From an optimization exercise on the open Yosys and OpenROAD flow, aimed at small area, a short achievable clock period and few clock cycles; shortcuts taken in it are not production practice.
Only simulation tests tie the RTL to the original design; equivalence was not proved.
Power figures rest on the tool's default switching activity, not on a simulated workload.

==> design/flow/constraint.sdc <==
create_clock -name core_clock -period 9.5 [get_ports {clk}]
set_input_delay 1.9000 -clock core_clock [delete_from_list [all_inputs] [get_ports {clk}]]
set_output_delay 1.9000 -clock core_clock [all_outputs]
set_load 0.01 [all_outputs]
==> design/flow/standard.sh <==
#!/bin/bash
# synth_recipe.tcl (not shown) runs the flow's synth.tcl, then flattens the netlist and writes it again
# the make line also repeats each setting of config.mk as NAME=value (left out here)
make -C /OpenROAD-flow-scripts/flow DESIGN_CONFIG=/design/flow/config.mk WORK_HOME=/design/flow/orfs CLKGATE_MAP_FILE= SYNTH_SCRIPT=/design/flow/synth_recipe.tcl "${@:-finish}"
==> design/flow/flow/run.sh <==
#!/bin/bash
set -euo pipefail
bash standard.sh "BUFFER_PORTS_ARGS=-buffer_cell sky130_fd_sc_hd__buf_4" "SETUP_SLACK_MARGIN=6" finish > flow_make.log 2>&1
==> design/flow/design.v <==
module MIPS_pipeline (
    input clk, rst,
    output [31:0] imem_addr,
    input  [31:0] imem_rdata,
    output [31:0] dmem_addr,
    output [31:0] dmem_wdata,
    output dmem_rd_en,
    output dmem_wr_en,
    input  [31:0] dmem_rdata
);
    reg [31:0] pc, ras;
    reg [31:0] e_a, e_b, e_op2, e_pc4;       
    reg        e_inv, e_slt, e_jal, e_lw, e_sw, e_we;
    reg        e_beq, e_bne, e_jr, e_pt, e_tok;   
    reg [4:0]  e_rd;
    reg [31:0] m_res, m_wdata;
    reg        m_lw, m_sw, m_we;
    reg [4:0]  m_rd;
    assign dmem_addr  = m_res;
    assign dmem_wdata = m_wdata;
    assign dmem_rd_en = m_lw;
    assign dmem_wr_en = m_sw;
    wire [31:0] m_wb = m_lw ? dmem_rdata : m_res;
    reg  [31:0] rf [1:31];
    wire [31:0] regs [0:31];
    assign regs[0] = 32'd0;
    genvar gi;
    generate
        for (gi = 1; gi < 32; gi = gi + 1) begin : g_rf
            always @(posedge clk)
                if (m_we && m_rd == gi) rf[gi] <= m_wb;
            assign regs[gi] = rf[gi];
        end
    endgenerate
    wire [31:0] x_a   = e_a;
    wire [31:0] x_op2 = e_op2;
    wire [31:0] x_b   = e_b;
    wire [32:0] sum   = {1'b0, x_a} + {1'b0, x_op2 ^ {32{e_inv}}} + {32'd0, e_inv};
    wire        lt    = ~sum[32];               
    wire [31:0] e_res = e_jal ? e_pc4 : e_slt ? {31'd0, lt} : sum[31:0];
    wire eq      = (x_a == x_b);
    wire taken   = e_beq ? eq : ~eq;            
    wire mis_br  = (e_beq | e_bne) & ((taken ^ e_pt) | (taken & ~e_tok));
    wire mis_jr  = e_jr & (x_a != pc);
    wire mis     = mis_br | mis_jr;
    wire [31:0] e_tgt    = e_pc4 + e_op2;
    wire [31:0] redirect = e_jr ? x_a : (taken ? e_tgt : e_pc4);
    assign imem_addr = pc;
    wire [31:0] inst = imem_rdata;
    wire [5:0]  op = inst[31:26];
    wire [5:0]  fn = inst[5:0];
    wire [4:0]  rs = inst[25:21];
    wire [4:0]  rt = inst[20:16];
    wire [4:0]  rd = inst[15:11];
    wire [31:0] simm = {{16{inst[15]}}, inst[15:0]};
    wire is_r    = (op == 6'b000000);
    wire f_add   = is_r & (fn == 6'b100000);
    wire f_sub   = is_r & (fn == 6'b100010);
    wire f_sltr  = is_r & (fn == 6'b101010);
    wire f_jr    = is_r & (fn == 6'b001000);
    wire f_addi  = (op == 6'b001000);
    wire f_slti  = (op == 6'b001010);
    wire f_lw    = (op == 6'b100011);
    wire f_sw    = (op == 6'b101011);
    wire f_beq   = (op == 6'b000100);
    wire f_bne   = (op == 6'b000101);
    wire f_j     = (op == 6'b000010);
    wire f_jal   = (op == 6'b000011);
    wire f_br    = f_beq | f_bne;
    wire [4:0] dest = f_jal ? 5'd31 : (is_r ? rd : rt);
    wire f_we    = (f_add | f_sub | f_sltr | f_addi | f_slti | f_lw | f_jal) & (dest != 5'd0);
    wire use_imm = f_addi | f_slti | f_lw | f_sw;
    wire use_rt  = is_r | f_br | f_sw;
    wire fam = e_we & (e_rd == rs);
    wire ftm = e_we & (e_rd == rt);
    wire stall = e_lw & (fam | (ftm & use_rt));
    wire fa  = fam | (m_we & (m_rd == rs));
    wire fb  = ftm | (m_we & (m_rd == rt));
    wire [31:0] bp_a = fam ? e_res : m_wb;
    wire [31:0] bp_b = ftm ? e_res : m_wb;
    wire [31:0] rv_a = fa ? bp_a : regs[rs];
    wire [31:0] rv_b = fb ? bp_b : regs[rt];
    wire [31:0] pc4  = pc + 32'd4;
    wire [3:0]  pc8h = pc[31:28] + {3'd0, &pc[27:3]};
    wire [10:0] blo  = {1'b0, pc[11:2]} + {1'b0, inst[9:0]} + 11'd1;
    wire p_tok = (inst[15:10] == 6'b000000) ? ~blo[10] : (inst[15:10] == 6'b111111) ? blo[10] : 1'b0;
    wire p_pt  = f_br & (f_bne | inst[15]);      
    wire [31:0] pred = f_jr ? ras :
                       (f_j | f_jal) ? {pc8h, inst[25:0], 2'b00} :
                       p_pt ? {pc[31:12], blo[9:0], pc[1:0]} : pc4;
    always @(posedge clk) begin
        e_a   <= rv_a;
        e_b   <= rv_b;
        e_op2 <= use_imm ? simm : f_br ? {simm[29:0], 2'b00} : rv_b;
        e_pc4 <= pc4;
        m_res   <= e_res;
        m_wdata <= x_b;
    end
    always @(posedge clk or posedge rst) begin
        if (rst) begin
            pc <= 32'd0; ras <= 32'd0;
            e_inv <= 1'b0; e_slt <= 1'b0; e_jal <= 1'b0; e_lw <= 1'b0; e_sw <= 1'b0; e_we <= 1'b0;
            e_beq <= 1'b0; e_bne <= 1'b0; e_jr <= 1'b0; e_pt <= 1'b0; e_tok <= 1'b0;
            e_rd <= 5'd0;
            m_lw <= 1'b0; m_sw <= 1'b0; m_we <= 1'b0; m_rd <= 5'd0;
        end else begin
            if (mis)         pc <= redirect;
            else if (!stall) pc <= pred;
            if (f_jal & ~stall) ras <= pc4;
            if (mis | stall) begin
                e_lw <= 1'b0; e_sw <= 1'b0; e_we <= 1'b0;
                e_beq <= 1'b0; e_bne <= 1'b0; e_jr <= 1'b0;
            end else begin
                e_lw <= f_lw; e_sw <= f_sw; e_we <= f_we;
                e_beq <= f_beq; e_bne <= f_bne; e_jr <= f_jr;
            end
            e_inv <= f_sub | f_sltr | f_slti;
            e_slt <= f_sltr | f_slti;
            e_jal <= f_jal; e_pt <= p_pt; e_tok <= p_tok;
            e_rd <= dest;
            m_lw <= e_lw; m_sw <= e_sw; m_we <= e_we; m_rd <= e_rd;
        end
    end
endmodule
==> design/flow/config.mk <==
export PLATFORM = sky130hd
export DESIGN_NAME = MIPS_pipeline
export DESIGN_NICKNAME = MIPS_pipeline
export VERILOG_FILES = /design/flow/design.v
export SDC_FILE = /design/flow/constraint.sdc
export NUM_CORES = 8
export LEC_CHECK = 0
export CAP_MARGIN = 20
export CORE_MARGIN = 2
export CORE_UTILIZATION = 40
export CTS_CLUSTER_DIAMETER = 80
export CTS_CLUSTER_SIZE = 20
export SETUP_SLACK_MARGIN = 5
export SLEW_MARGIN = 20
==> summary.md, run 1 <==
| Metric | Value |
|---|---|
| Pwr Density | `213 nW/um^2` |
| Clk Latency, worst-skew pair | `0.80 ns` |
| Peak VDD IR | `0.153 mV` |
| CTS Buf Count | `83` |
| # Max-Cap Violations | `0` |
| Total routed wirelength | `316 mm` |
| Routed via count divided by cell count | `7.63` |
| Max frequency | `265 MHz` |
| H-Tree Depth | `3` |
| Result of the run | `timing/DRC/antenna clean` |
| Count of unique library cells instantiated by Yosys | `99` |
| Classification of the worst setup path | `input pin to flop` |
| Antenna violations before repair | `18` |
| Width of the die | `386 um` |
| Post-placement cell count | `6663` |
| Fraction of layout instances using a drive strength above 1 | `25.3%` |
| Relative slew margins | `20.3%` |
| First-pass GRT wire length | `409 mm` |
| Half-perimeter wire length after detailed placement | `171 mm` |
| Worst hold slack | `0.356 ns` |
| Maximum root-to-sink buffer count | `3` |
| Starting density of the core | `40.2%` |
| Io pins | `164` |
| Total of endpoints with negative setup slack in the final report | `0` |
| Synth Flop Type | `sky130_fd_sc_hd__edfxtp_1` |
| Clock tree from TritonCTS | `built` |
| Critical Path RT | `10.21 ns` |
| Post-synthesis cell area | `58500 um^2` |
| Path category of the worst min-delay check | `flop to flop` |
| Final routed DRC violation total | `0` |
| Internal power component | `10100 uW` |
| Hold_sp | `e_sw$_DFF_PP0_` |
| Total net switching power | `5400 uW` |
| Via total after detailed routing | `55000` |
| Final net count | `5388` |
| Number of nets in the synthesized netlist | `4910` |
| Congestion Overflow GR | `0` |
| Core Region | `145000 um^2` |
| Worst-path clk slew | `0.09 ns` |
| Switching Share | `34.8%` |
| Kind of end point of the critical path | `flop` |
| Relative contribution of combinational cells to total power | `27.2%` |
| Top cell type by total area after synthesis | `sky130_fd_sc_hd__edfxtp_1` |
| Final critical-path required period | `3.78 ns` |
| Leakage | `0.0261 uW` |
| Post-CTS Hold Buffers | `0` |
| GPL Wtd Cong | `1.01` |
| Syn avg cell area | `12.3 um^2` |
| Number of iterations in the first detailed-routing pass | `17` |
| Total routing resource utilization after global routing | `40.0%` |
| Number of hold violations in the final report | `0` |
| Post-synth EDFFs | `992` |
| Share of the cycle needed by the critical path after routing | `39.8%` |
| Cell count after synthesis | `4758` |
| Share of Yosys cell area claimed by the top area cell type | `51.0%` |
| Total negative slack | `0 ns` |
| Number of nets still failing antenna checks after routing | `0` |
| Register bit count reported by yosys | `1272` |
| Share of power burned in the clock network | `24.7%` |
| Maximum number of pins on one net before global-route repair | `67` |
| Worst slew pin tran | `1.20 ns` |
| Sequential power share | `48.1%` |
| Fraction of the yosys area taken by sequential cells | `61.3%` |
| RSZ-0062 raised after global routing | `true` |
| Die outline height | `386 um` |
| Setup Skew | `0.0670 ns` |
| Critical path arrival | `4.49 ns` |
| Asr flop ratio synth | `6.92%` |
| Synth-to-layout area growth | `25.0%` |
| Top post-synthesis cells by area | `sky130_fd_sc_hd__edfxtp_1 (51%), sky130_fd_sc_hd__a22oi_1 (9.8%), sky130_fd_sc_hd__dfxtp_1 (6.6%)` |
| Routed WL per cell | `43.8 um` |
| RR Startpoint | `e_inv$_DFF_PP0_` |
| Standard-cell rows | `140` |
| Number of buffers inserted by port buffering | `163` |
| Via count of the first global-routing pass | `49700` |
| Worst Slack Setup Final | `5.72 ns` |
| Max-slew violation count | `0` |
| 1st-iter DRT viols | `14200` |
| Critical path fanouts, max | `7` |
| Overall die area | `149000 um^2` |
| Worst setup path startpoint | `imem_rdata[16]` |
| Placement Setup Slack | `3.88 ns` |
| Post-route non-filler standard cell count | `7211` |
| CP Launch Type | `input pin` |
| CTS Sinks | `1272` |
| Clock tree root driver cell | `sky130_fd_sc_hd__clkbuf_16` |
| Total number of yosys warnings | `2` |
## placed cells by master (no fill, tap or decap), types with 29 or more instances in the layout
master                        n
sky130_fd_sc_hd__nor3_2      31
sky130_fd_sc_hd__xor2_1     104
sky130_fd_sc_hd__buf_6       69
sky130_fd_sc_hd__buf_12     114
sky130_fd_sc_hd__nor3_1      38
sky130_fd_sc_hd__a22o_1      76
sky130_fd_sc_hd__a21o_1      40
sky130_fd_sc_hd__nand4_1     97
sky130_fd_sc_hd__xnor2_1     89
sky130_fd_sc_hd__edfxtp_1   992
sky130_fd_sc_hd__dfrtp_1     82
sky130_fd_sc_hd__mux2_2      37
sky130_fd_sc_hd__nor2_4      95
sky130_fd_sc_hd__inv_1       53
sky130_fd_sc_hd__a222oi_1   103
sky130_fd_sc_hd__nand2_1    404
sky130_fd_sc_hd__o21ai_0     74
sky130_fd_sc_hd__a22oi_2     39
sky130_fd_sc_hd__nand3_1    130
sky130_fd_sc_hd__nor4_4      29
sky130_fd_sc_hd__mux2i_1     33
sky130_fd_sc_hd__o21ai_1     43
sky130_fd_sc_hd__buf_4      478
sky130_fd_sc_hd__nor2_1     134
sky130_fd_sc_hd__and3_1      59
sky130_fd_sc_hd__ha_1        81
sky130_fd_sc_hd__clkbuf_16   98
sky130_fd_sc_hd__a22oi_1    721
sky130_fd_sc_hd__dfxtp_1    188
sky130_fd_sc_hd__a21oi_1     95
sky130_fd_sc_hd__a221oi_2    40
## flip-flops by register name, summed over array words and instances (netlist names), 5 cells and up
signal,cells
rf,992
e_a,32
e_b,32
e_op2,32
e_pc4,32
m_res,32
m_wdata,32
pc,32
ras,32
e_rd,5
m_rd,5
## worst max-delay path, cell delays in order
cell	delay [ns]
sky130_fd_sc_hd__buf_16	0.13
sky130_fd_sc_hd__buf_12	0.13
sky130_fd_sc_hd__or3b_4	0.45
sky130_fd_sc_hd__nor2_4	0.41
sky130_fd_sc_hd__buf_12	0.21
sky130_fd_sc_hd__buf_12	0.12
sky130_fd_sc_hd__buf_4	0.10
sky130_fd_sc_hd__a222oi_1	0.09
sky130_fd_sc_hd__nand3_1	0.11
sky130_fd_sc_hd__nor3_2	0.05
sky130_fd_sc_hd__a21oi_2	0.42
sky130_fd_sc_hd__a221o_1	0.21
sky130_fd_sc_hd__a21o_1	0.12
## layout make-up
type | count | area [um^2]
flip-flops and latches | 1272 | 35800
fillers | 12300 | 72300
well taps | 1917 | 2400
diodes | 17 | 42.5
clock buffers | 99 | 2200
clock inverters | 27 | 387
multi-input cells | 3098 | 23900
inverters | 61 | 251
repair buffers | 720 | 8000
## cells in the mapped netlist (all sizes together) (10+ instances only)
cell and number:
clkbuf 195, a21oi 124, and3 71, a22oi 760, nor3 75, a211oi 26
o211ai 18, a31oi 27, nor4 61, nand3 140, nand2b 14, nor2b 15
nand3b 11, and2 12, edfxtp 992, a221oi 68, mux2i 33, a21o 41
a22o 76, inv 61, a222oi 103, mux2 37, nand4 98, o21ai 127
xor2 110, dfxtp 192, nand2 424, o31ai 17, dfrtp 88, o21a 21
buf 138, ha 83, xnor2 92, a221o 23, o311ai 12, nor3b 10
a2111oi 11, nor2 236
## power by group through the flow
stage	Clock, uW	Combinational [uW]	Sequential, uW
after global routing	4000	4400	7490
final	3840	4230	7470
after floorplan	0	2190	7380
after CTS	3810	3900	7440
after global placement	0	3670	7570
after detailed placement	0	3700	7560
## final timing paths
path                                      end  depth (start not counted)  slack [ns]
hold / removal                 m_sw$_DFF_PP0_                          0        0.36
setup / recovery            e_op2[13]$_DFF_P_                         13        5.72
min in group asynchronous     e_beq$_DFF_PP0_                          2        1.20
hold reg to reg                m_sw$_DFF_PP0_                          0        0.36
max in group asynchronous  pc[28]$_DFFE_PP0P_                          3        6.91
setup reg to reg            e_op2[18]$_DFF_P_                         12        6.02
## timing repair
action,4_1_cts,5_1_grt
cloned,19,15
pin swaps,128,183
endpoints found under the hold margin,0,0
buffers inserted,246,125
resized for setup,374,294
endpoints found under the setup margin,186,107
## cell families (layout without fill, tap and decap cells)
| family | Yosys count | in the layout | share of synthesized area [%] |
|---|---|---|---|
| muxes | 71 | 71 | 1.32 |
| xor gates and xnor gates | 202 | 202 | 3.03 |
| DFF | 1272 | 1272 | 61.3 |
| AOI/OAI and AO/OA | 1525 | 1525 | 19.6 |
| buffers and inverters | 394 | 907 | 2.91 |
| adders and majority gates | 86 | 86 | 1.88 |
| other | 0 | 17 | 0 |
| and+or+nand+nor | 1208 | 1214 | 9.93 |
## layer usage
| layer | up-vias | track usage (%) | share of wire (%) |
|---|---|---|---|
| li1 | 20000 | - | - |
| met1 | 26200 | 46.6 | 32 |
| met2 | 6538 | 55.0 | 39 |
| met3 | 2306 | 20.5 | 18 |
| met4 | 24 | 31.2 | 12 |
| met5 | - | 2.92 | 0.23 |
## metrics by stage
step           cell area [um^2]  util [%]  power [uW]
4_1_cts                   70200      48.3       15200
5_1_grt                   73000      50.2       15900
2_1_floorplan             59700         -        9560
6_report                  73100      50.3       15500
3_5_place_dp              63000      43.3       11300
3_3_place_gp              63000      43.3       11200
Testbench counts, summed over its fixed seeds: cycles 45,282.
==> run 2, diff against run 1 <==
--- a/design/flow/design.v
+++ b/design/flow/design.v
@@ -95,2 +95,8 @@
         e_pc4 <= pc4;
+        if (f_jal & ~stall) ras <= pc4;
+        e_inv <= f_sub | f_sltr | f_slti;
+        e_slt <= f_sltr | f_slti;
+        e_jal <= f_jal; e_pt <= p_pt; e_tok <= p_tok;
+        e_rd  <= dest;
+        m_rd  <= e_rd;
         m_res   <= e_res;
@@ -100,7 +106,6 @@
         if (rst) begin
-            pc <= 32'd0; ras <= 32'd0;
-            e_inv <= 1'b0; e_slt <= 1'b0; e_jal <= 1'b0; e_lw <= 1'b0; e_sw <= 1'b0; e_we <= 1'b0;
-            e_beq <= 1'b0; e_bne <= 1'b0; e_jr <= 1'b0; e_pt <= 1'b0; e_tok <= 1'b0;
-            e_rd <= 5'd0;
-            m_lw <= 1'b0; m_sw <= 1'b0; m_we <= 1'b0; m_rd <= 5'd0;
+            pc <= 32'd0;
+            e_lw <= 1'b0; e_sw <= 1'b0; e_we <= 1'b0;
+            e_beq <= 1'b0; e_bne <= 1'b0; e_jr <= 1'b0;
+            m_lw <= 1'b0; m_sw <= 1'b0; m_we <= 1'b0;
         end else begin
@@ -108,3 +113,2 @@
             else if (!stall) pc <= pred;
-            if (f_jal & ~stall) ras <= pc4;
             if (mis | stall) begin
@@ -116,7 +120,3 @@
             end
-            e_inv <= f_sub | f_sltr | f_slti;
-            e_slt <= f_sltr | f_slti;
-            e_jal <= f_jal; e_pt <= p_pt; e_tok <= p_tok;
-            e_rd <= dest;
-            m_lw <= e_lw; m_sw <= e_sw; m_we <= e_we; m_rd <= e_rd;
+            m_lw <= e_lw; m_sw <= e_sw; m_we <= e_we;
         end
==> run 2 against run 1 <==
Count of clock-buffer cells in the layout grew 26. Fmax fell by 2.1%. Power shrank 1.8%. Die area decreased by 1.3%. Register-to-register slack worse by 0.24 ns. Cell count fell by 2.2%. First-iteration DRC count shrank 9.0%. Global-route usage decreased by 0.37 points. Sequential share of layout area increased by 1.3 points. Clock power shrank 4%. Critical endpoint is now e_op2[3]$_DFF_P_. Highest routed layer unchanged.
==> summary.md, run 2 <==
| Metric | Value |
|---|---|
| Result of the run | `timing/DRC/antenna clean` |
| Path category of the worst min-delay check | `flop to flop` |
| Setup Skew | `0.0490 ns (-0.0180 ns)` |
| Clk Latency, worst-skew pair | `0.76 ns (-0.04 ns)` |
| Sum of internal, switching and leakage power | `15300 uW (-1.8%)` |
| Final net count | `5208 (-3.3%)` |
| Clock tree root driver cell | `sky130_fd_sc_hd__clkbuf_16` |
| Share of Yosys cell area claimed by the top area cell type | `53.3% (+2.4 points)` |
| Via count of the first global-routing pass | `47800 (-3.9%)` |
| Classification of the worst setup path | `input pin to flop` |
| Leading post-synthesis cells by instance count | `sky130_fd_sc_hd__edfxtp_1 (1024), sky130_fd_sc_hd__a22oi_1 (755), sky130_fd_sc_hd__nand2_1 (406), sky130_fd_sc_hd__clkbuf_1 (262), sky130_fd_sc_hd__dfxtp_1 (207)` |
| Worst slew pin tran | `1.21 ns (+0.0195 ns)` |
| Core Region | `143000 um^2 (-1.4%)` |
| Routed WL per cell | `44.2 um (+1.1%)` |
| Register bit count reported by yosys | `1272 (unchanged)` |
| Number of iterations in the first detailed-routing pass | `17 (unchanged)` |
| Top cell type by total area after synthesis | `sky130_fd_sc_hd__edfxtp_1` |
| Width of the die | `384 um (-0.68%)` |
| First-pass GRT wire length | `400 mm (-2.2%)` |
| Cell count after synthesis | `4645 (-2.4%)` |
| Maximum root-to-sink buffer count | `3 (unchanged)` |
| Io pins | `164 (unchanged)` |
| Number of nets still failing antenna checks after routing | `0 (unchanged)` |
| Most common cell after layout, fill and taps aside | `sky130_fd_sc_hd__edfxtp_1` |
| Total number of yosys warnings | `2 (unchanged)` |
| Critical path fanouts, max | `7 (unchanged)` |
| Total of endpoints with negative setup slack in the final report | `0 (unchanged)` |
| Worst-path clk slew | `0.08 ns (about the same)` |
| GPL Wtd Cong | `0.973 (-3.3%)` |
| Critical Path RT | `10.09 ns (-0.12 ns)` |
| Post-synth EDFFs | `1024 (+3.2%)` |
| CTS Buf Count | `79 (-4.8%)` |
| Number of cells on the worst reg-to-reg path | `11 (-1)` |
| Worst hold slack | `0.377 ns (+0.0212 ns)` |
| Count of unique library cells instantiated by Yosys | `84 (-15%)` |
| Clock tree from TritonCTS | `built` |
| Post-route non-filler standard cell count | `7051 (-2.2%)` |
| Peak VDD IR | `0.257 mV (+68%)` |
| Max frequency | `259 MHz (-2.1%)` |
| Relative contribution of combinational cells to total power | `26.9% (-0.3 points)` |
| Kind of end point of the critical path | `flop` |
| Starting density of the core | `40.2% (about the same)` |
| Total net switching power | `5270 uW (-2.4%)` |
| Total routing resource utilization after global routing | `39.6% (-0.37 points)` |
| Total routed wirelength | `312 mm (-1.2%)` |
| Max reg flops | `992 (unchanged)` |
| Antenna violations before repair | `19 (+1)` |
| Post-CTS Hold Buffers | `0 (unchanged)` |
| Worst reg-to-reg setup slack | `5.78 ns (-0.24 ns)` |
| RR Startpoint | `e_inv$_DFF_P_` |
| Post-synthesis cell area | `57700 um^2 (-1.4%)` |
| # Max-Cap Violations | `0 (unchanged)` |
| Die outline height | `384 um (-0.68%)` |
| Fraction of the core area covered by cells at the end of the flow | `49.8% (-0.40 points)` |
| Via total after detailed routing | `53700 (-2.4%)` |
| Share of power burned in the clock network | `24.2% (-0.5 points)` |
| Commonest non-fill, non-tap cells in the layout | `sky130_fd_sc_hd__edfxtp_1 (1024), sky130_fd_sc_hd__a22oi_1 (700), sky130_fd_sc_hd__buf_4 (440), sky130_fd_sc_hd__nand2_1 (388), sky130_fd_sc_hd__dfxtp_1 (194)` |
| Number of hold violations in the final report | `0 (unchanged)` |
| Reg-to-Reg End | `e_op2[3]$_DFF_P_` |
| Final critical-path required period | `3.86 ns (+0.0792 ns)` |
| Post-placement cell count | `6523 (-2.1%)` |
| Sequential power share | `48.9% (+0.8 points)` |
| Fraction of layout instances using a drive strength above 1 | `24.1% (-1.1 points)` |
| Synth-to-layout area growth | `23.9%` |
| Hold_sp | `e_sw$_DFF_PP0_` |
| Register ranked first by flip-flop count | `rf` |
| Syn avg cell area | `12.4 um^2 (+1.0%)` |
| Maximum number of pins on one net before global-route repair | `49 (-27%)` |
| Destination of the worst hold path | `m_sw$_DFF_PP0_` |
| CTS Sinks | `1272 (unchanged)` |
| Fraction of the yosys area taken by sequential cells | `62.3% (+0.99 points)` |
| Number of buffers inserted by port buffering | `163 (unchanged)` |
| Relative slew margins | `19.0% (-1.3 points)` |
| Max-slew violation count | `0 (unchanged)` |
| CP Launch Type | `input pin` |
| Pwr Density | `214 nW/um^2 (+0.39%)` |
| Overall die area | `147000 um^2 (-1.3%)` |
| Share of the cycle needed by the critical path after routing | `40.6% (+0.83 points)` |
| Synth Flop Type | `sky130_fd_sc_hd__edfxtp_1` |
| H-Tree Depth | `3 (unchanged)` |
| Total negative slack | `0 ns (unchanged)` |
| Dominant cell by count in the synthesized netlist | `sky130_fd_sc_hd__edfxtp_1` |
| Critical path arrival | `4.44 ns (-0.05 ns)` |
| Half-perimeter wire length after detailed placement | `165 mm (-3.3%)` |
| Final routed DRC violation total | `0 (unchanged)` |
| 1st-iter DRT viols | `12900 (-9.0%)` |
| WHS Path Cells | `0 (unchanged)` |
| Number of fill cells in the layout | `12300 (+0.33%)` |
| Congestion Overflow GR | `0 (unchanged)` |
| Number of nets in the synthesized netlist | `4797 (-2.3%)` |
| Routed via count divided by cell count | `7.62 (-0.22%)` |
| RSZ-0062 raised after global routing | `true` |
| Standard-cell rows | `139 (-0.71%)` |
| Switching Share | `34.5% (-0.21 points)` |
| Internal power component | `9990 uW (-1.5%)` |
| Top post-synthesis cells by area | `sky130_fd_sc_hd__edfxtp_1 (53%), sky130_fd_sc_hd__a22oi_1 (9.8%), sky130_fd_sc_hd__dfxtp_1 (7.2%)` |
| Leakage | `0.0252 uW (-3.6%)` |
| Asr flop ratio synth | `3.22% (-3.7 points)` |
[run 2: through the flow]
step                      worst slack (ns)  area [um^2]
after floorplan                       5.73        59200
after global placement                4.03        62200
after detailed placement              3.94        62200
after CTS                             5.91        68000
after global routing                  5.68        71400
final                                 5.64        71400
[run 2: power by group through the flow]
stage / sequential, uW / clock [uW] / combinational (uW)
finish: 7460 / 3700 / 4100
global route: 7470 / 3860 / 4250
CTS: 7420 / 3660 / 3710
detailed placement: 7540 / 0 / 3540
global placement: 7540 / 0 / 3530
floorplan: 7370 / 0 / 2040
[run 2: worst max-delay path by stage]
stage	start	to	cells past startpoint
floorplan	imem_rdata[17]	e_op2[23]$_DFF_P_	13
global placement	imem_rdata[23]	e_a[28]$_DFF_P_	11
detailed placement	imem_rdata[23]	e_a[21]$_DFF_P_	11
CTS	e_inv$_DFF_P_	e_a[17]$_DFF_P_	11
global route	imem_rdata[20]	e_op2[2]$_DFF_P_	12
finish	imem_rdata[17]	e_op2[3]$_DFF_P_	15
[run 2: logic make-up (layout without fill, tap and decap cells)]
| logic type | after synthesis | after routing | share of synthesized area, % |
|---|---|---|---|
| and+or+nand+nor | 1089 | 1097 | 8.97 |
| muxes | 71 | 71 | 1.31 |
| DFF | 1272 | 1272 | 62.3 |
| other | 0 | 27 | 0 |
| AOI/OAI and AO/OA | 1565 | 1568 | 20.0 |
| buffers and inverters | 365 | 830 | 2.51 |
| xor gates and xnor gates | 197 | 197 | 2.99 |
| adders and majority gates | 86 | 86 | 1.91 |
[run 2: timing repair]
item                                   in CTS  in global routing
buffers inserted                          138                175
setup endpoints to repair                 188                144
endpoints found under the hold margin       0                  0
cloned                                     23                 18
pin swaps                                  83                171
gates resized for setup                   347                270
[run 2: area by class of cell]
| type | count | area (um^2) | area share [%] |
|---|---|---|---|
| diodes | 27 | 67.6 | 0.0946 |
| clock buffers | 125 | 2190 | 3.07 |
| clock inverters | 21 | 249 | 0.349 |
| inverters | 49 | 204 | 0.285 |
| multi-input cells | 3019 | 23200 | 32.5 |
| flip-flops and latches | 1272 | 35900 | 50.3 |
| well taps | 1903 | 2380 | 3.33 |
| repair buffers | 635 | 7190 | 10.1 |
[run 2: worst max-delay path: stages]
cell and delay [ns]:
sky130_fd_sc_hd__buf_16 0.10, sky130_fd_sc_hd__nand3b_1 0.16, sky130_fd_sc_hd__buf_6 0.15, sky130_fd_sc_hd__nor3_4 0.05, sky130_fd_sc_hd__buf_12 0.12, sky130_fd_sc_hd__buf_16 0.16, sky130_fd_sc_hd__buf_12 0.15, sky130_fd_sc_hd__buf_12 0.15
sky130_fd_sc_hd__a222oi_1 0.34, sky130_fd_sc_hd__nand3_1 0.20, sky130_fd_sc_hd__nor3_2 0.20, sky130_fd_sc_hd__a21oi_2 0.17, sky130_fd_sc_hd__a221o_1 0.38, sky130_fd_sc_hd__nor2_1 0.12, sky130_fd_sc_hd__o31ai_1 0.07
[run 2: metal layers]
| layer | vias up | share of wire [%] | routed length (um) | global-route usage, % |
|---|---|---|---|---|
| li1 | 19400 | - | - | - |
| met2 | 6558 | 39 | 122000 | 55.1 |
| met5 | - | 0.20 | 624 | 1.92 |
| met3 | 2209 | 18 | 56400 | 18.8 |
| met4 | 22 | 11 | 35000 | 30.3 |
| met1 | 25500 | 31 | 98000 | 46.9 |
Testbench counts of run 2, summed over its fixed seeds: cycles 45,282.
==> run 3, diff against run 2 <==
--- a/design/flow/design.v
+++ b/design/flow/design.v
@@ -11,3 +11,5 @@
     reg [31:0] pc, ras;
-    reg [31:0] e_a, e_b, e_op2, e_pc4;       
+    reg [31:0] e_a, e_b, e_pc4;
+    reg [15:0] e_imm;                      
+    reg        e_rtop;                     
     reg        e_inv, e_slt, e_jal, e_lw, e_sw, e_we;
@@ -35,5 +37,6 @@
     wire [31:0] x_a   = e_a;
-    wire [31:0] x_op2 = e_op2;
+    wire [31:0] e_simm = {{16{e_imm[15]}}, e_imm};
+    wire [31:0] x_op2 = e_rtop ? (e_b ^ {32{e_inv}}) : e_simm;
     wire [31:0] x_b   = e_b;
-    wire [32:0] sum   = {1'b0, x_a} + {1'b0, x_op2 ^ {32{e_inv}}} + {32'd0, e_inv};
+    wire [32:0] sum   = {1'b0, x_a} + {1'b0, x_op2} + {32'd0, e_inv};
     wire        lt    = ~sum[32];               
@@ -45,3 +48,3 @@
     wire mis     = mis_br | mis_jr;
-    wire [31:0] e_tgt    = e_pc4 + e_op2;
+    wire [31:0] e_tgt    = e_pc4 + {e_simm[29:0], 2'b00};
     wire [31:0] redirect = e_jr ? x_a : (taken ? e_tgt : e_pc4);
@@ -93,3 +96,4 @@
         e_b   <= rv_b;
-        e_op2 <= use_imm ? simm : f_br ? {simm[29:0], 2'b00} : rv_b;
+        e_imm <= f_slti ? ~inst[15:0] : inst[15:0];
+        e_rtop <= ~use_imm;
         e_pc4 <= pc4;
==> design/flow/flow/run.sh (replaced) <==
#!/bin/bash
set -euo pipefail
bash standard.sh "BUFFER_PORTS_ARGS=-buffer_cell sky130_fd_sc_hd__buf_4" "SETUP_SLACK_MARGIN=5.7" finish > flow_make.log 2>&1
==> run 3 against run 2 <==
First-iteration DRC count rose by 6.1%. Synthesized cell count is 4.4% lower. Largest cell class unchanged. Wire length fell by 5.4%. Clock power rose by 1%. Register-to-register slack lost 0.10 ns. Sequential share of layout area is 3.6 points higher. Highest routed layer unchanged.
==> summary.md, run 3 <==
| Metric | Value |
|---|---|
| # Max-Cap Violations | `0 (unchanged)` |
| Total negative slack | `0 ns (unchanged)` |
| Final routed DRC violation total | `0 (unchanged)` |
| H-Tree Depth | `3 (unchanged)` |
| First-pass GRT wire length | `390 mm (-2.6%)` |
| Via count of the first global-routing pass | `46200 (-3.3%)` |
| Post-synth EDFFs | `1024 (unchanged)` |
| Area of all placed cells without fillers | `66100 um^2 (-7.4%)` |
| Worst path bufs/invs | `6 (unchanged)` |
| Share of Yosys cell area claimed by the top area cell type | `54.0% (+0.71 points)` |
| Relative slew margins | `18.6% (-0.39 points)` |
| Worst-path clk slew | `0.08 ns (about the same)` |
| Critical path fanouts, max | `31 (+24)` |
| Routed via count divided by cell count | `7.67 (+0.73%)` |
| Cell chain of the critical path | `buf_8, buf_16, inv_1, buf_12, buf_4, nand2_1, nand3_2, buf_8, a21oi_1, a21oi_2, o221ai_1` |
| M3 GR Usage | `18.4% (-0.38 points)` |
| Routed WL per cell | `44.6 um (+0.96%)` |
| Asr flop ratio synth | `3.26% (+0.038 points)` |
| Standard-cell rows | `138 (-0.72%)` |
| Total routed wirelength | `295 mm (-5.4%)` |
| Maximum root-to-sink buffer count | `3 (unchanged)` |
| Via total after detailed routing | `50700 (-5.6%)` |
| Area of the multi-input gates | `21300 um^2 (-8.1%)` |
| Total of endpoints with negative setup slack in the final report | `0 (unchanged)` |
| Fraction of layout instances using a drive strength above 1 | `17.8% (-6.3 points)` |
| Number of nets in the synthesized netlist | `4582 (-4.5%)` |
| Number of iterations in the first detailed-routing pass | `14 (-3)` |
| Fraction of the yosys area taken by sequential cells | `62.6% (+0.30 points)` |
| Instance area at placement | `61200 um^2 (-1.7%)` |
| Half-perimeter wire length after detailed placement | `173 mm (+5.0%)` |
| Sequential cell area | `35600 um^2 (-0.85%)` |
| Kind of end point of the critical path | `flop` |
| Fraction of the core area covered by cells at the end of the flow | `46.8% (-3.1 points)` |
| Hold_sp | `e_sw$_DFF_PP0_` |
| Max frequency | `259 MHz (-0.21%)` |
| CTS Buf Count | `79 (unchanged)` |
| Starting density of the core | `40.2% (about the same)` |
| Total routing resource utilization after global routing | `38.8% (-0.79 points)` |
| Post-CTS Hold Buffers | `0 (unchanged)` |
| Syn avg cell area | `12.8 um^2 (+3.3%)` |
| Peak VDD IR | `0.185 mV (-28%)` |
| Register bit count reported by yosys | `1257 (-1.2%)` |
| Path category of the worst min-delay check | `flop to flop` |
| Clk Latency, worst-skew pair | `0.75 ns (about the same)` |
| RSZ-0062 raised after global routing | `false` |
| Number of hold violations in the final report | `0 (unchanged)` |
| Number of nets still failing antenna checks after routing | `0 (unchanged)` |
| Most common cell after layout, fill and taps aside | `sky130_fd_sc_hd__edfxtp_1` |
| Congestion Overflow GR | `0 (unchanged)` |
| Max reg flops | `992 (unchanged)` |
| Top post-synthesis cells by area | `sky130_fd_sc_hd__edfxtp_1 (54%), sky130_fd_sc_hd__a22oi_1 (8.4%), sky130_fd_sc_hd__dfxtp_1 (6.8%)` |
| Total net switching power | `5110 uW (-3.1%)` |
| Dominant cell by count in the synthesized netlist | `sky130_fd_sc_hd__edfxtp_1` |
| Clock tree root driver cell | `sky130_fd_sc_hd__clkbuf_16` |
| Synth Flop Type | `sky130_fd_sc_hd__edfxtp_1` |
| Register ranked first by flip-flop count | `rf` |
| Share of power burned in the clock network | `25.1% (+0.9 points)` |
| Total number of yosys warnings | `2 (unchanged)` |
| Dominant cell type by count on the critical path | `sky130_fd_sc_hd__buf_8` |
| Synth-to-layout area growth | `16.2%` |
| Count of unique library cells instantiated by Yosys | `91 (+8.3%)` |
| Die outline height | `381 um (-0.65%)` |
| Critical Path RT | `10.06 ns (-0.03 ns)` |
| Internal power component | `9830 uW (-1.6%)` |
| Width of the die | `381 um (-0.65%)` |
| Overall die area | `145000 um^2 (-1.3%)` |
| Commonest non-fill, non-tap cells in the layout | `sky130_fd_sc_hd__edfxtp_1 (1024), sky130_fd_sc_hd__a22oi_1 (637), sky130_fd_sc_hd__buf_4 (356), sky130_fd_sc_hd__nand2_1 (191), sky130_fd_sc_hd__dfxtp_1 (181)` |
| Max stage delay on crit path | `0.48 ns (+0.10 ns)` |
| Destination of the worst hold path | `m_sw$_DFF_PP0_` |
| Share of the cycle needed by the critical path after routing | `40.7% (+0.086 points)` |
| WHS Path Cells | `0 (unchanged)` |
| Number of buffers inserted by port buffering | `163 (unchanged)` |
| Pwr Density | `226 nW/um^2 (+5.8%)` |
| Top cell family by delay on the critical path | `buffers and inverters` |
| Worst reg-to-reg setup slack | `5.68 ns (-0.10 ns)` |
| Most heavily used metal layer in global routing | `met2` |
| CTS Sinks | `1257 (-1.2%)` |
| CP Launch Type | `input pin` |
| GPL Wtd Cong | `1.01 (+4.2%)` |
| Worst slew pin tran | `1.22 ns (+0.00302 ns)` |
| Met2 track demand over resource in global routing | `52.6% (-2.6 points)` |
| Switching Share | `34.2% (-0.35 points)` |
| Cell count after synthesis | `4439 (-4.4%)` |
| Number of fill cells in the layout | `12400 (+1.1%)` |
| Leading post-synthesis cells by instance count | `sky130_fd_sc_hd__edfxtp_1 (1024), sky130_fd_sc_hd__a22oi_1 (639), sky130_fd_sc_hd__nor2_1 (229), sky130_fd_sc_hd__clkbuf_1 (202), sky130_fd_sc_hd__nand2_1 (197)` |
| Core Region | `141000 um^2 (-1.3%)` |
| Top cell type by total area after synthesis | `sky130_fd_sc_hd__edfxtp_1` |
| Leakage | `0.0222 uW (-12%)` |
| Fraction of met1 tracks used by global routing | `48.9% (+2.0 points)` |
| Max-slew violation count | `0 (unchanged)` |
| Post-synthesis cell area | `56900 um^2 (-1.3%)` |
| Sequential power share | `49.8% (+0.9 points)` |
| Critical path arrival | `4.43 ns (about the same)` |
| Maximum number of pins on one net before global-route repair | `62 (+27%)` |
| Final critical-path required period | `3.86 ns (+0.00817 ns)` |
| Number of cells on the worst reg-to-reg path | `9 (-2)` |
| 1st-iter DRT viols | `13700 (+6.1%)` |
| Result of the run | `timing/DRC/antenna clean` |
| Setup Skew | `0.0545 ns (+0.00551 ns)` |
| Antenna violations before repair | `12 (-7)` |
| Clock tree from TritonCTS | `built` |
| Final net count | `4786 (-8.1%)` |
| Slowest stage cell on the critical path | `sky130_fd_sc_hd__buf_4` |
| Reg-to-Reg End | `pc[22]$_DFFE_PP0P_` |
| Io pins | `164 (unchanged)` |
| Classification of the worst setup path | `input pin to flop` |
| RR Startpoint | `e_b[6]$_DFF_P_` |
| Relative contribution of combinational cells to total power | `25.1% (-1.8 points)` |
## run 3: cell count changes after synthesis, moves of 22 or more
cell                       delta
sky130_fd_sc_hd__nand2_1    -209
sky130_fd_sc_hd__nand3_1     +36
sky130_fd_sc_hd__a22oi_1    -116
sky130_fd_sc_hd__buf_2       +47
sky130_fd_sc_hd__nor2_1      +47
sky130_fd_sc_hd__a222oi_1    +30
sky130_fd_sc_hd__a221oi_1    +35
sky130_fd_sc_hd__clkbuf_1    -60
sky130_fd_sc_hd__a22o_1      +48
sky130_fd_sc_hd__o21ai_0     -22
sky130_fd_sc_hd__nor3_1      -32
## run 3: layout make-up
| type | count | area share, % |
|---|---|---|
| clock inverter | 20 | 0.401 |
| timing repair buffer | 441 | 6.11 |
| sequential | 1257 | 53.9 |
| inverter | 46 | 0.267 |
| antenna | 12 | 0.0454 |
| tap | 1890 | 3.58 |
| multi-input combinational | 2818 | 32.3 |
| clock buffer | 124 | 3.43 |
## run 3: worst max-delay path by stage
| stage | from | endpoint | slack [ns] | cells past startpoint |
|---|---|---|---|---|
| after floorplan | imem_rdata[0] | pc[10]$_DFFE_PP0P_ | 5.60 | 13 |
| after global placement | imem_rdata[23] | e_a[27]$_DFF_P_ | 3.52 | 8 |
| after detailed placement | imem_rdata[23] | e_a[20]$_DFF_P_ | 3.82 | 11 |
| after CTS | e_inv$_DFF_P_ | e_a[29]$_DFF_P_ | 5.60 | 14 |
| after global routing | imem_rdata[21] | e_a[24]$_DFF_P_ | 5.64 | 12 |
| final | imem_rdata[18] | e_b[27]$_DFF_P_ | 5.64 | 11 |
## run 3: worst reg2reg max path, stage by stage (launching register included)
cell,delay [ns]
sky130_fd_sc_hd__dfxtp_1,0.67
sky130_fd_sc_hd__xor2_1,0.14
sky130_fd_sc_hd__nor4_1,0.37
sky130_fd_sc_hd__nand4_1,0.49
sky130_fd_sc_hd__nor2_2,0.43
sky130_fd_sc_hd__xnor2_2,0.15
sky130_fd_sc_hd__buf_4,0.44
sky130_fd_sc_hd__nor2_1,0.25
sky130_fd_sc_hd__a221oi_2,0.56
sky130_fd_sc_hd__mux2i_1,0.14
## run 3: per-layer routing
metal  routed length (um)  vias up
li1                     -    18500
met1                99700    24500
met4                27300        8
met2               114000     5974
met3                53900     1719
met5                   93        -
## run 3: power by group through the flow
stage	combinational, uW	sequential, uW	clock, uW
floorplan	1910	7250	0
global placement	3340	7540	0
detailed placement	3370	7530	0
CTS	3480	7410	3720
global route	3890	7440	3910
finish	3750	7440	3750
## run 3: per-stage QoR
| stage | cells | setup WS (ns) | hold WS (ns) | power (uW) |
|---|---|---|---|---|
| 6_report | 6608 | 5.64 | 0.365 | 14900 |
| 5_1_grt | 6597 | 5.64 | 0.372 | 15200 |
| 4_1_cts | 6541 | 5.60 | 0.365 | 14600 |
| 3_5_place_dp | 6335 | 3.82 | 0.347 | 10900 |
| 3_3_place_gp | 6333 | 3.52 | 0.342 | 10900 |
| 2_1_floorplan | 4439 | 5.60 | 0.331 | 9160 |
## run 3: cell families (layout without fill, tap and decap cells)
family / count (synthesis) / after routing / synth area share [%]
adders and majority gates: 77 / 77 / 1.75
DFF: 1257 / 1257 / 62.6
buffers and inverters: 365 / 631 / 2.60
other: 0 / 12 / 0
and+or+nand+nor: 958 / 959 / 8.45
muxes: 66 / 66 / 1.23
xor gates and xnor gates: 203 / 203 / 3.12
AOI/OAI and AO/OA: 1513 / 1513 / 20.2
## run 3: timing repair
action                                  4_1_cts  5_1_grt
endpoints found under the setup margin      158       93
gates cloned                                  3        4
setup buffers                                59       50
resized for setup                           187      123
pin swaps                                    35       37
Testbench counts of run 3, summed over its fixed seeds: cycles 45,282.
==> run 4, diff against run 3 <==
==> design/flow/flow/run.sh (replaced) <==
#!/bin/bash
set -euo pipefail
bash standard.sh "BUFFER_PORTS_ARGS=-buffer_cell sky130_fd_sc_hd__buf_4" "SETUP_SLACK_MARGIN=6.2" finish > flow_make.log 2>&1
--- a/design/flow/config.mk
+++ b/design/flow/config.mk
@@ -14 +14,2 @@
 export SLEW_MARGIN = 20
+export TNS_END_PERCENT = 0
==> run 4 against run 3 <==
Still clean. Die area is the same. Wire length grew 0.28%. Worst setup slack better by 0.0021 ns. Via count rose by 0.58%. Design area barely moved. Clock skew decreased by 0.00051 ns. Hold slack worse by 0.012 ns. Sequential power is essentially flat. Count of clock-buffer cells in the layout decreased by 4. Synthesized cell count is the same. Critical path depth shrank 2. Largest power group unchanged. Highest routed layer unchanged.
==> summary.md, run 4 <==
| Metric | Value |
|---|---|
| Result of the run | `timing/DRC/antenna clean` |
| Post-placement cell count | `6308 (-0.43%)` |
| Sequential cell area | `35700 um^2 (about the same)` |
| Io pins | `164 (unchanged)` |
| H-Tree Depth | `3 (unchanged)` |
| Worst Slack Setup Final | `5.64 ns (+0.00206 ns)` |
| Routed WL per cell | `44.8 um (+0.36%)` |
| Number of buffers inserted by port buffering | `163 (unchanged)` |
| Clk Latency, worst-skew pair | `0.71 ns (-0.04 ns)` |
| Dominant cell by count in the synthesized netlist | `sky130_fd_sc_hd__edfxtp_1` |
| CTS Buf Count | `77 (-2.5%)` |
| Placement Setup Slack | `3.53 ns (-0.286 ns)` |
| Top cell type by total area after synthesis | `sky130_fd_sc_hd__edfxtp_1` |
| Leading post-synthesis cells by instance count | `sky130_fd_sc_hd__edfxtp_1 (1024), sky130_fd_sc_hd__a22oi_1 (639), sky130_fd_sc_hd__nor2_1 (229), sky130_fd_sc_hd__clkbuf_1 (202), sky130_fd_sc_hd__nand2_1 (197)` |
| First-pass GRT wire length | `392 mm (+0.50%)` |
| Width of the die | `381 um (unchanged)` |
| Max stage delay on crit path | `0.62 ns (+0.14 ns)` |
| Clock tree root driver cell | `sky130_fd_sc_hd__clkbuf_16` |
| Max frequency | `259 MHz (about the same)` |
| Slowest stage cell on the critical path | `sky130_fd_sc_hd__or3b_2` |
| Standard-cell rows | `138 (unchanged)` |
| Number of nets in the synthesized netlist | `4582 (unchanged)` |
| Synth Flop Type | `sky130_fd_sc_hd__edfxtp_1` |
| Top cell family by delay on the critical path | `simple AND/OR/NAND/NOR gates` |
| Final critical-path required period | `3.86 ns (-0.00206 ns)` |
| Die outline height | `381 um (unchanged)` |
| Overall die area | `145000 um^2 (unchanged)` |
| GPL Wtd Cong | `1.01 (+0.12%)` |
| Number of fill cells in the layout | `12400 (-0.24%)` |
| # Max-Cap Violations | `0 (unchanged)` |
| Total routing resource utilization after global routing | `39.0% (+0.19 points)` |
| Maximum root-to-sink buffer count | `3 (unchanged)` |
| Share of the cycle needed by the critical path after routing | `40.7% (about the same)` |
| Worst path bufs/invs | `2 (-4)` |
| Synth-to-layout area growth | `16.2% (about the same)` |
| Via total after detailed routing | `51000 (+0.58%)` |
| Classification of the worst setup path | `input pin to flop` |
| Final routed DRC violation total | `0 (unchanged)` |
| Register bit count reported by yosys | `1257 (unchanged)` |
| Fraction of the core area covered by cells at the end of the flow | `46.8% (about the same)` |
| Maximum number of pins on one net before global-route repair | `56 (-9.7%)` |
| Total routed wirelength | `296 mm (+0.28%)` |
| Routed via count divided by cell count | `7.72 (+0.66%)` |
| Most common cell after layout, fill and taps aside | `sky130_fd_sc_hd__edfxtp_1` |
| Critical Path RT | `10.15 ns (+0.09 ns)` |
| Leakage | `0.0222 uW (-0.11%)` |
| Register ranked first by flip-flop count | `rf` |
| RSZ-0062 raised after global routing | `true` |
| 1st-iter DRT viols | `13500 (-1.8%)` |
| Asr flop ratio synth | `3.26% (unchanged)` |
| Congestion Overflow GR | `0 (unchanged)` |
| Post-synthesis cell area | `56900 um^2 (unchanged)` |
| Area of the multi-input gates | `21500 um^2 (+0.60%)` |
| Share of Yosys cell area claimed by the top area cell type | `54.0% (unchanged)` |
| Path category of the worst min-delay check | `flop to flop` |
| Number of iterations in the first detailed-routing pass | `15 (+1)` |
| Max reg flops | `992 (unchanged)` |
| Half-perimeter wire length after detailed placement | `169 mm (-2.5%)` |
| Setup Skew | `0.0540 ns (-0.000513 ns)` |
| Post-CTS Hold Buffers | `0 (unchanged)` |
| Total of endpoints with negative setup slack in the final report | `0 (unchanged)` |
| Antenna violations before repair | `18 (+6)` |
| Max-slew violation count | `0 (unchanged)` |
| Critical path fanouts, max | `31 (unchanged)` |
| Core Region | `141000 um^2 (unchanged)` |
| Top post-synthesis cells by area | `sky130_fd_sc_hd__edfxtp_1 (54%), sky130_fd_sc_hd__a22oi_1 (8.4%), sky130_fd_sc_hd__dfxtp_1 (6.8%)` |
| Worst setup path startpoint | `imem_rdata[16]` |
| Kind of end point of the critical path | `flop` |
| Final net count | `4780 (-0.13%)` |
| Peak VDD IR | `0.212 mV (+15%)` |
| CP Launch Type | `input pin` |
| CTS Sinks | `1257 (unchanged)` |
| Total negative slack | `0 ns (unchanged)` |
| Post-synth EDFFs | `1024 (unchanged)` |
| Syn avg cell area | `12.8 um^2 (unchanged)` |
| RR Startpoint | `e_a[0]$_DFF_P_` |
| Pwr Density | `223 nW/um^2 (-1.4%)` |
| Hold_sp | `e_sw$_DFF_PP0_` |
| Worst-path clk slew | `0.08 ns (about the same)` |
| Fraction of the yosys area taken by sequential cells | `62.6% (unchanged)` |
| Number of nets still failing antenna checks after routing | `0 (unchanged)` |
| Number of hold violations in the final report | `0 (unchanged)` |
| Relative slew margins | `15.5% (-3.1 points)` |
| Via count of the first global-routing pass | `46600 (+0.80%)` |
| Starting density of the core | `40.2% (unchanged)` |
| Count of unique library cells instantiated by Yosys | `91 (unchanged)` |
| Post-route non-filler standard cell count | `6603 (-0.076%)` |
| Fraction of layout instances using a drive strength above 1 | `17.7% (-0.15 points)` |
| Worst slew pin tran | `1.26 ns (+0.0465 ns)` |
| Cell chain of the critical path | `buf_8, or3b_2, nor2_4, buf_6, a22oi_1, nand3_1, nor3_1, a21oi_1, a221o_1` |
| Total number of yosys warnings | `2 (unchanged)` |
| Commonest non-fill, non-tap cells in the layout | `sky130_fd_sc_hd__edfxtp_1 (1024), sky130_fd_sc_hd__a22oi_1 (636), sky130_fd_sc_hd__buf_4 (352), sky130_fd_sc_hd__nand2_1 (193), sky130_fd_sc_hd__dfxtp_1 (171)` |
| Clock tree from TritonCTS | `built` |
| Critical path arrival | `4.51 ns (+0.08 ns)` |
| Cell count after synthesis | `4439 (unchanged)` |
## run 4: path summary, 6_finish.rpt
path / endpoint / slack (ns) / cells after the start
worst max-delay path: e_b[21]$_DFF_P_ / 5.64 / 9
worst min-delay path: m_sw$_DFF_PP0_ / 0.35 / 0
worst max register to register: e_a[16]$_DFF_P_ / 5.78 / 13
worst min register to register: m_sw$_DFF_PP0_ / 0.35 / 0
max in group asynchronous: m_lw$_DFF_PP0_ / 7.60 / 3
min in group asynchronous: pc[7]$_DFFE_PP0P_ / 1.36 / 3
## run 4: layer usage
metal,routed length [um],track usage [%],vias up
li1,-,-,18500
met1,97000,48.2,24400
met2,114000,53.3,6191
met3,55200,18.9,1897
met4,29100,26.9,23
met5,297,0.661,-
## run 4: timing repair
action / CTS / global route
endpoints found under the setup margin: 197 / 192
hold endpoints to repair: 0 / 0
cloned: 5 / 7
pin swaps: 53 / 38
buffers inserted: 84 / 44
gates resized for setup: 183 / 128
## run 4: area by class of cell
cell class | instances | area share (%)
Antenna cell | 18 | 0.0681
Clock inverter | 17 | 0.312
Inverter | 46 | 0.261
Multi-Input combinational cell | 2819 | 32.5
Sequential cell | 1257 | 53.9
Clock buffer | 120 | 3.23
Timing Repair Buffer | 436 | 6.17
Tap cell | 1890 | 3.58
## run 4: logic make-up after synthesis
family,Yosys count,share of synthesized area [%]
buf+inv,365,2.60
fa+ha+maj,77,1.75
xor+xnor,203,3.12
flops,1257,62.6
simple gates,958,8.45
compound gates,1513,20.2
mux,66,1.23
## run 4: through the flow
| stage | total power (uW) | hold WS [ns] | cell area [um^2] |
|---|---|---|---|
| 3_3_place_gp | 10800 | 0.334 | 60900 |
| 2_1_floorplan | 9160 | 0.331 | 56900 |
| 6_report | 14700 | 0.353 | 66100 |
| 3_5_place_dp | 10800 | 0.339 | 61000 |
| 5_1_grt | 15100 | 0.385 | 66100 |
| 4_1_cts | 14400 | 0.357 | 65000 |
## run 4: power by group
group	internal, uW	switching (uW)	total, uW	leakage, uW
Clock	1620	1950	3560	0.00112
Combinational	1220	2500	3720	0.00969
Sequential	6880	550	7430	0.0114
Total	9720	5000	14700	0.0222
## run 4: worst register-to-register path: cells and delay by family (launching register included)
| family | cells | cell delay, ns |
|---|---|---|
| adder cells (fa/ha/maj) | 2 | 0.82 |
| AO/OA/AOI/OAI | 7 | 1.34 |
| flip-flops | 1 | 0.73 |
| buffers and inverters | 2 | 0.23 |
| XOR/XNOR | 1 | 0.32 |
| AND/OR/NAND/NOR | 1 | 0.16 |
==> run 5, diff against run 4 <==
--- a/design/flow/design.v
+++ b/design/flow/design.v
@@ -99,3 +99,2 @@
         e_pc4 <= pc4;
-        if (f_jal & ~stall) ras <= pc4;
         e_inv <= f_sub | f_sltr | f_slti;
@@ -111,2 +110,3 @@
             pc <= 32'd0;
+            ras <= 32'd0;
             e_lw <= 1'b0; e_sw <= 1'b0; e_we <= 1'b0;
@@ -117,2 +117,3 @@
             else if (!stall) pc <= pred;
+            if (f_jal & ~stall) ras <= pc4;
             if (mis | stall) begin
==> run 5 against run 4 <==
Sequential power up 1%. Register-to-register slack improved by 0.02 ns. Fmax down 0.71%. Worst setup slack lost 0.028 ns. Sequential share of layout area fell by 0.67 points. Wire length up 3.1%.
==> summary.md, run 5 <==
| Metric | Value |
|---|---|
| Number of hold violations in the final report | `0 (unchanged)` |
| Io pins | `164 (unchanged)` |
| Number of buffers inserted by port buffering | `163 (unchanged)` |
| Commonest non-fill, non-tap cells in the layout | `sky130_fd_sc_hd__edfxtp_1 (992), sky130_fd_sc_hd__a22oi_1 (752), sky130_fd_sc_hd__buf_4 (352), sky130_fd_sc_hd__nand2_1 (341), sky130_fd_sc_hd__a21oi_1 (166)` |
| Dominant cell by count in the synthesized netlist | `sky130_fd_sc_hd__edfxtp_1` |
| Register ranked first by flip-flop count | `rf` |
| Maximum root-to-sink buffer count | `3 (unchanged)` |
| CP Launch Type | `input pin` |
| Critical path fanouts, max | `27 (-13%)` |
| Core Region | `141000 um^2 (unchanged)` |
| Setup Skew | `0.0487 ns (-0.00525 ns)` |
| Clock tree from TritonCTS | `built` |
| Max frequency | `257 MHz (-0.71%)` |
| Critical Path RT | `10.08 ns (-0.07 ns)` |
| Placement Setup Slack | `3.93 ns (+0.403 ns)` |
| CTS Buf Count | `78 (+1.3%)` |
| Width of the die | `381 um (about the same)` |
| Peak VDD IR | `0.268 mV (+27%)` |
| Standard-cell rows | `138 (unchanged)` |
| Classification of the worst setup path | `input pin to flop` |
| Count of unique library cells instantiated by Yosys | `84 (-7.7%)` |
| Total number of yosys warnings | `2 (unchanged)` |
| Worst-path clk slew | `0.09 ns (about the same)` |
| Fraction of layout instances using a drive strength above 1 | `18.7% (+0.96 points)` |
| Via count of the first global-routing pass | `46900 (+0.73%)` |
| Post-synth EDFFs | `992 (-3.1%)` |
| Clk Latency, worst-skew pair | `0.77 ns (+0.06 ns)` |
| Via total after detailed routing | `51200 (+0.41%)` |
| Kind of end point of the critical path | `flop` |
| Number of iterations in the first detailed-routing pass | `14 (-1)` |
| Synth-to-layout area growth | `17.1%` |
| Fraction of the core area covered by cells at the end of the flow | `47.1% (+0.39 points)` |
| Synth Flop Type | `sky130_fd_sc_hd__edfxtp_1` |
| Routed via count divided by cell count | `7.57 (-1.9%)` |
| Post-synthesis cell area | `56900 um^2 (about the same)` |
| Number of nets still failing antenna checks after routing | `0 (unchanged)` |
| Final net count | `4944 (+3.4%)` |
| Routed WL per cell | `45.1 um (+0.65%)` |
| Relative slew margins | `20.4% (+4.9 points)` |
| Share of the cycle needed by the critical path after routing | `40.9% (+0.29 points)` |
| Clock tree root driver cell | `sky130_fd_sc_hd__clkbuf_16` |
| Sum of internal, switching and leakage power | `15100 uW (+2.8%)` |
| Die outline height | `381 um (about the same)` |
| Cell count after synthesis | `4582 (+3.2%)` |
| Register bit count reported by yosys | `1257 (unchanged)` |
| Half-perimeter wire length after detailed placement | `172 mm (+1.8%)` |
| Final critical-path required period | `3.89 ns (+0.0277 ns)` |
| Share of Yosys cell area claimed by the top area cell type | `52.3% (-1.7 points)` |
| Maximum number of pins on one net before global-route repair | `74 (+32%)` |
| Total negative slack | `0 ns (unchanged)` |
| Total of endpoints with negative setup slack in the final report | `0 (unchanged)` |
| RSZ-0062 raised after global routing | `true` |
| Path category of the worst min-delay check | `flop to flop` |
| Final routed DRC violation total | `0 (unchanged)` |
| Critical path arrival | `4.47 ns (-0.04 ns)` |
| Total routing resource utilization after global routing | `40.4% (+1.4 points)` |
| Most common cell after layout, fill and taps aside | `sky130_fd_sc_hd__edfxtp_1` |
| 1st-iter DRT viols | `13600 (+1.4%)` |
| Overall die area | `145000 um^2 (about the same)` |
| Asr flop ratio synth | `5.81% (+2.5 points)` |
| Top post-synthesis cells by area | `sky130_fd_sc_hd__edfxtp_1 (52%), sky130_fd_sc_hd__a22oi_1 (10%), sky130_fd_sc_hd__dfxtp_1 (6.8%)` |
| Max-slew violation count | `0 (unchanged)` |
| Worst Slack Setup Final | `5.61 ns (-0.0277 ns)` |
| Congestion Overflow GR | `0 (unchanged)` |
| Max reg flops | `992 (unchanged)` |
| Leading post-synthesis cells by instance count | `sky130_fd_sc_hd__edfxtp_1 (992), sky130_fd_sc_hd__a22oi_1 (755), sky130_fd_sc_hd__nand2_1 (347), sky130_fd_sc_hd__clkbuf_1 (247), sky130_fd_sc_hd__nor2_1 (236)` |
| CTS Sinks | `1257 (unchanged)` |
| Top cell type by total area after synthesis | `sky130_fd_sc_hd__edfxtp_1` |
| Result of the run | `timing/DRC/antenna clean` |
| # Max-Cap Violations | `0 (unchanged)` |
| Leakage | `0.0231 uW (+4.3%)` |
| Starting density of the core | `40.2% (about the same)` |
| Worst slew pin tran | `1.19 ns (-0.0706 ns)` |
| Total routed wirelength | `305 mm (+3.1%)` |
| Syn avg cell area | `12.4 um^2 (-3.1%)` |
| Fraction of the yosys area taken by sequential cells | `62.3% (-0.29 points)` |
| Pwr Density | `227 nW/um^2 (+2.0%)` |
| Worst hold slack | `0.352 ns (-0.000953 ns)` |
| GPL Wtd Cong | `1.00 (-0.95%)` |
| H-Tree Depth | `3 (unchanged)` |
| Number of nets in the synthesized netlist | `4725 (+3.1%)` |
| Antenna violations before repair | `17 (-1)` |
| First-pass GRT wire length | `402 mm (+2.6%)` |
-- run 5: cell types whose count changed in the layout (fill, tap and decap cells not counted), sizes merged, moves of 34 or more --
cell and delta:
nand4 -35, nor3 +34, a22oi +116, a21oi +44
nand2 +150, a22o -59
-- run 5: stage by stage --
stage                     instance area [um^2]  std cells
after floorplan                          56900       4582
after global placement                   61100       6464
after detailed placement                 61200       6466
after CTS                                66200       6736
after global routing                     66600       6750
final                                    66700       6761
-- run 5: where the power goes --
group / total (uW) / leakage [uW] / switching (uW) / internal [uW]
clock network: 3710 / 0.00119 / 2030 / 1680
registers: 7520 / 0.0115 / 630 / 6890
logic: 3910 / 0.0104 / 2630 / 1280
-- run 5: layout make-up --
type / count / area (um^2)
Inverter: 55 / 211
Multi-Input combinational cell: 2956 / 21700
Antenna cell: 11 / 27.5
Clock buffer: 118 / 2150
Sequential cell: 1257 / 35500
Fill cell: 12600 / 74800
Timing Repair Buffer: 453 / 4370
Tap cell: 1890 / 2360
Clock inverter: 21 / 337
-- run 5: final timing paths --
kind	start	to	slack, ns	depth (start not counted)
max	imem_rdata[22]	e_a[1]$_DFF_P_	5.61	10
min	e_sw$_DFF_PP0_	m_sw$_DFF_PP0_	0.35	0
max reg2reg	e_inv$_DFF_P_	e_b[13]$_DFF_P_	5.80	13
min reg2reg	e_sw$_DFF_PP0_	m_sw$_DFF_PP0_	0.35	0
max in group asynchronous	rst	m_lw$_DFF_PP0_	7.54	3
min in group asynchronous	rst	ras[8]$_DFFE_PP0P_	1.34	3
-- run 5: critical path: stages --
cell	delay [ns]
sky130_fd_sc_hd__buf_8	0.12
sky130_fd_sc_hd__nand3b_1	0.21
sky130_fd_sc_hd__buf_12	0.16
sky130_fd_sc_hd__buf_4	0.13
sky130_fd_sc_hd__nor2_4	0.36
sky130_fd_sc_hd__buf_6	0.59
sky130_fd_sc_hd__a221oi_1	0.21
sky130_fd_sc_hd__nand3_1	0.12
sky130_fd_sc_hd__nor4_1	0.06
sky130_fd_sc_hd__o21ai_0	0.54
-- run 5: cell families after synthesis --
group	Yosys count	synth area share, %
compound gates	1527	19.9
xor+xnor	210	3.23
fa+ha+maj	77	1.75
buf+inv	369	2.54
flops	1257	62.3
mux	75	1.45
simple gates	1067	8.80
-- run 5: metal layers --
layer | track usage, % | routed length (um)
met1 | 46.9 | 97500
met2 | 56.4 | 121000
met3 | 18.5 | 51600
met4 | 34.0 | 34000
met5 | 0.694 | 349
-- run 5: what timing repair did --
item,CTS,global route
resized for setup,262,74
pin swaps,91,37
setup endpoints to repair,192,191
endpoints found under the hold margin,0,0
hold buffers,0,0
setup buffers,121,13
gates cloned,10,1
Testbench counts of run 5, summed over its fixed seeds: cycles 45,282.
==> run 6, diff against run 5 <==
--- a/design/flow/design.v
+++ b/design/flow/design.v
@@ -11,2 +11,3 @@
     reg [31:0] pc, ras;
+    reg        ras_v;                     
     reg [31:0] e_a, e_b, e_pc4;
@@ -90,3 +91,3 @@
     wire p_pt  = f_br & (f_bne | inst[15]);      
-    wire [31:0] pred = f_jr ? ras :
+    wire [31:0] pred = (f_jr & ras_v) ? ras :
                        (f_j | f_jal) ? {pc8h, inst[25:0], 2'b00} :
@@ -99,2 +100,3 @@
         e_pc4 <= pc4;
+        if (f_jal & ~stall) ras <= pc4;
         e_inv <= f_sub | f_sltr | f_slti;
@@ -110,3 +112,3 @@
             pc <= 32'd0;
-            ras <= 32'd0;
+            ras_v <= 1'b0;
             e_lw <= 1'b0; e_sw <= 1'b0; e_we <= 1'b0;
@@ -117,3 +119,3 @@
             else if (!stall) pc <= pred;
-            if (f_jal & ~stall) ras <= pc4;
+            if (f_jal & ~stall) ras_v <= 1'b1;
             if (mis | stall) begin
==> run 6 against run 5 <==
Highest routed layer unchanged. Design area rose by 0.77%. Die area rose by 0.96%. Clock skew fell by 0.010 ns. Combinational power grew 2%. Worst setup slack improved by 0.18 ns. Still clean on timing, DRC and antenna. Critical endpoint is now e_b[3]$_DFF_P_. Clock power decreased by 5%. Critical path depth stayed put. Non-clock buffer count is 17 higher.
==> summary.md, run 6 <==
| Metric | Value |
|---|---|
| Result of the run | `timing/DRC/antenna clean` |
| Syn avg cell area | `12.3 um^2 (-0.81%)` |
| Worst Slack Setup Final | `5.79 ns (+0.183 ns)` |
| Count of unique library cells instantiated by Yosys | `101 (+20%)` |
| Io pins | `164 (unchanged)` |
| Via total after detailed routing | `51100 (-0.12%)` |
| Leading post-synthesis cells by instance count | `sky130_fd_sc_hd__edfxtp_1 (1024), sky130_fd_sc_hd__a22oi_1 (902), sky130_fd_sc_hd__nand2_1 (452), sky130_fd_sc_hd__nor2_1 (221), sky130_fd_sc_hd__dfxtp_1 (192)` |
| Final critical-path required period | `3.71 ns (-0.183 ns)` |
| CP Launch Type | `input pin` |
| Relative slew margins | `18.6% (-1.8 points)` |
| Worst reg-to-reg setup slack | `5.89 ns (+0.09 ns)` |
| Critical Path RT | `10.18 ns (+0.10 ns)` |
| CTS Sinks | `1258 (+0.080%)` |
| Routed WL per cell | `42.8 um (-5.1%)` |
| Kind of end point of the critical path | `flop` |
| Register ranked first by flip-flop count | `rf` |
| # Max-Cap Violations | `0 (unchanged)` |
| Max-slew violation count | `0 (unchanged)` |
| First-pass GRT wire length | `391 mm (-2.7%)` |
| Via count of the first global-routing pass | `47000 (+0.12%)` |
| Final net count | `5047 (+2.1%)` |
| Instance area at placement | `61600 um^2 (+0.66%)` |
| H-Tree Depth | `3 (unchanged)` |
| Critical path fanouts, max | `19 (-30%)` |
| Top cell type by total area after synthesis | `sky130_fd_sc_hd__edfxtp_1` |
| M3 GR Usage | `16.6% (-1.9 points)` |
| Register bit count reported by yosys | `1258 (+0.080%)` |
| Most common cell after layout, fill and taps aside | `sky130_fd_sc_hd__edfxtp_1` |
| Classification of the worst setup path | `input pin to flop` |
| Share of the cycle needed by the critical path after routing | `39.0% (-1.9 points)` |
| Number of cells on the worst reg-to-reg path | `14 (+1)` |
| Synth-to-layout area growth | `16.9%` |
| Half-perimeter wire length after detailed placement | `164 mm (-4.5%)` |
| Synth Flop Type | `sky130_fd_sc_hd__edfxtp_1` |
[run 6: layout make-up]
type	count	area, um^2
Fill cell	12700	76000
Clock buffer	109	2050
Clock inverter	16	211
Antenna cell	14	35.0
Multi-Input combinational cell	3041	22100
Inverter	58	224
Tap cell	1903	2380
Sequential cell	1258	35700
Timing Repair Buffer	470	4540
[run 6: worst max-delay path, stage by stage]
cell,delay [ns]
sky130_fd_sc_hd__buf_6,0.18
sky130_fd_sc_hd__or3b_2,0.61
sky130_fd_sc_hd__nor2_4,0.17
sky130_fd_sc_hd__buf_12,0.16
sky130_fd_sc_hd__buf_8,0.35
sky130_fd_sc_hd__a22oi_1,0.14
sky130_fd_sc_hd__nand3_1,0.12
sky130_fd_sc_hd__nor3_1,0.06
sky130_fd_sc_hd__a21oi_1,0.47
sky130_fd_sc_hd__a221o_1,0.18
[run 6: stage by stage]
step,hold slack [ns],utilization (%),cells
final,0.347,46.9,6869
after global routing,0.366,46.9,6855
after CTS,0.346,46.3,6824
after detailed placement,0.339,43.0,6567
after global placement,0.338,43.0,6566
after floorplan,0.331,-,4664
[run 6: how the worst min path moves through the flow]
stage,start,slack (ns),to
3_3_place_gp,e_sw$_DFF_PP0_,0.34,m_sw$_DFF_PP0_
4_1_cts,e_sw$_DFF_PP0_,0.35,m_sw$_DFF_PP0_
5_1_grt,e_sw$_DFF_PP0_,0.37,m_sw$_DFF_PP0_
2_1_floorplan,e_sw$_DFF_PP0_,0.33,m_sw$_DFF_PP0_
3_5_place_dp,e_sw$_DFF_PP0_,0.34,m_sw$_DFF_PP0_
6_report,e_sw$_DFF_PP0_,0.35,m_sw$_DFF_PP0_
[run 6: per-layer routing]
layer	wire length, um	share of wire, %
met5	300	0.10
met4	33300	11
met3	48900	17
met2	119000	41
met1	92200	31
[run 6: power groups by stage]
stage,Clock [uW],Combinational [uW],Sequential (uW)
2_1_floorplan,0,2020,7250
3_3_place_gp,0,3500,7460
3_5_place_dp,0,3520,7450
4_1_cts,3500,3730,7330
5_1_grt,3710,4150,7370
6_report,3530,3980,7360
[run 6: cells by family (layout without fill, tap and decap cells)]
family / after synthesis / in the layout / share of synthesized area, %
AND/OR/NAND/NOR: 1164 / 1168 / 9.47
buffers and inverters: 369 / 653 / 2.73
multiplexers: 73 / 73 / 1.35
AO/OA/AOI/OAI: 1519 / 1519 / 19.5
flip-flops: 1258 / 1258 / 62.0
other: 0 / 14 / 0
adder cells (fa/ha/maj): 77 / 77 / 1.73
XOR/XNOR: 204 / 204 / 3.14
[run 6: what timing repair did]
action                     4_1_cts  5_1_grt
hold buffers                     0        0
gates cloned                     5        3
setup buffers                  127       28
resized for setup              254      114
setup endpoints to repair      190      219
pin swaps                       56       45
hold endpoints to repair         0        0
Testbench counts of run 6, summed over its fixed seeds: cycles 45,282.

Setup slack of run 6, layout unchanged: 5.793 ns with ideal ports, 5.840 ns with driving cells assumed (clock clkbuf_16, inputs buf_2), 5.037 ns with port delays also shifted by the 0.803 ns mid clock arrival.
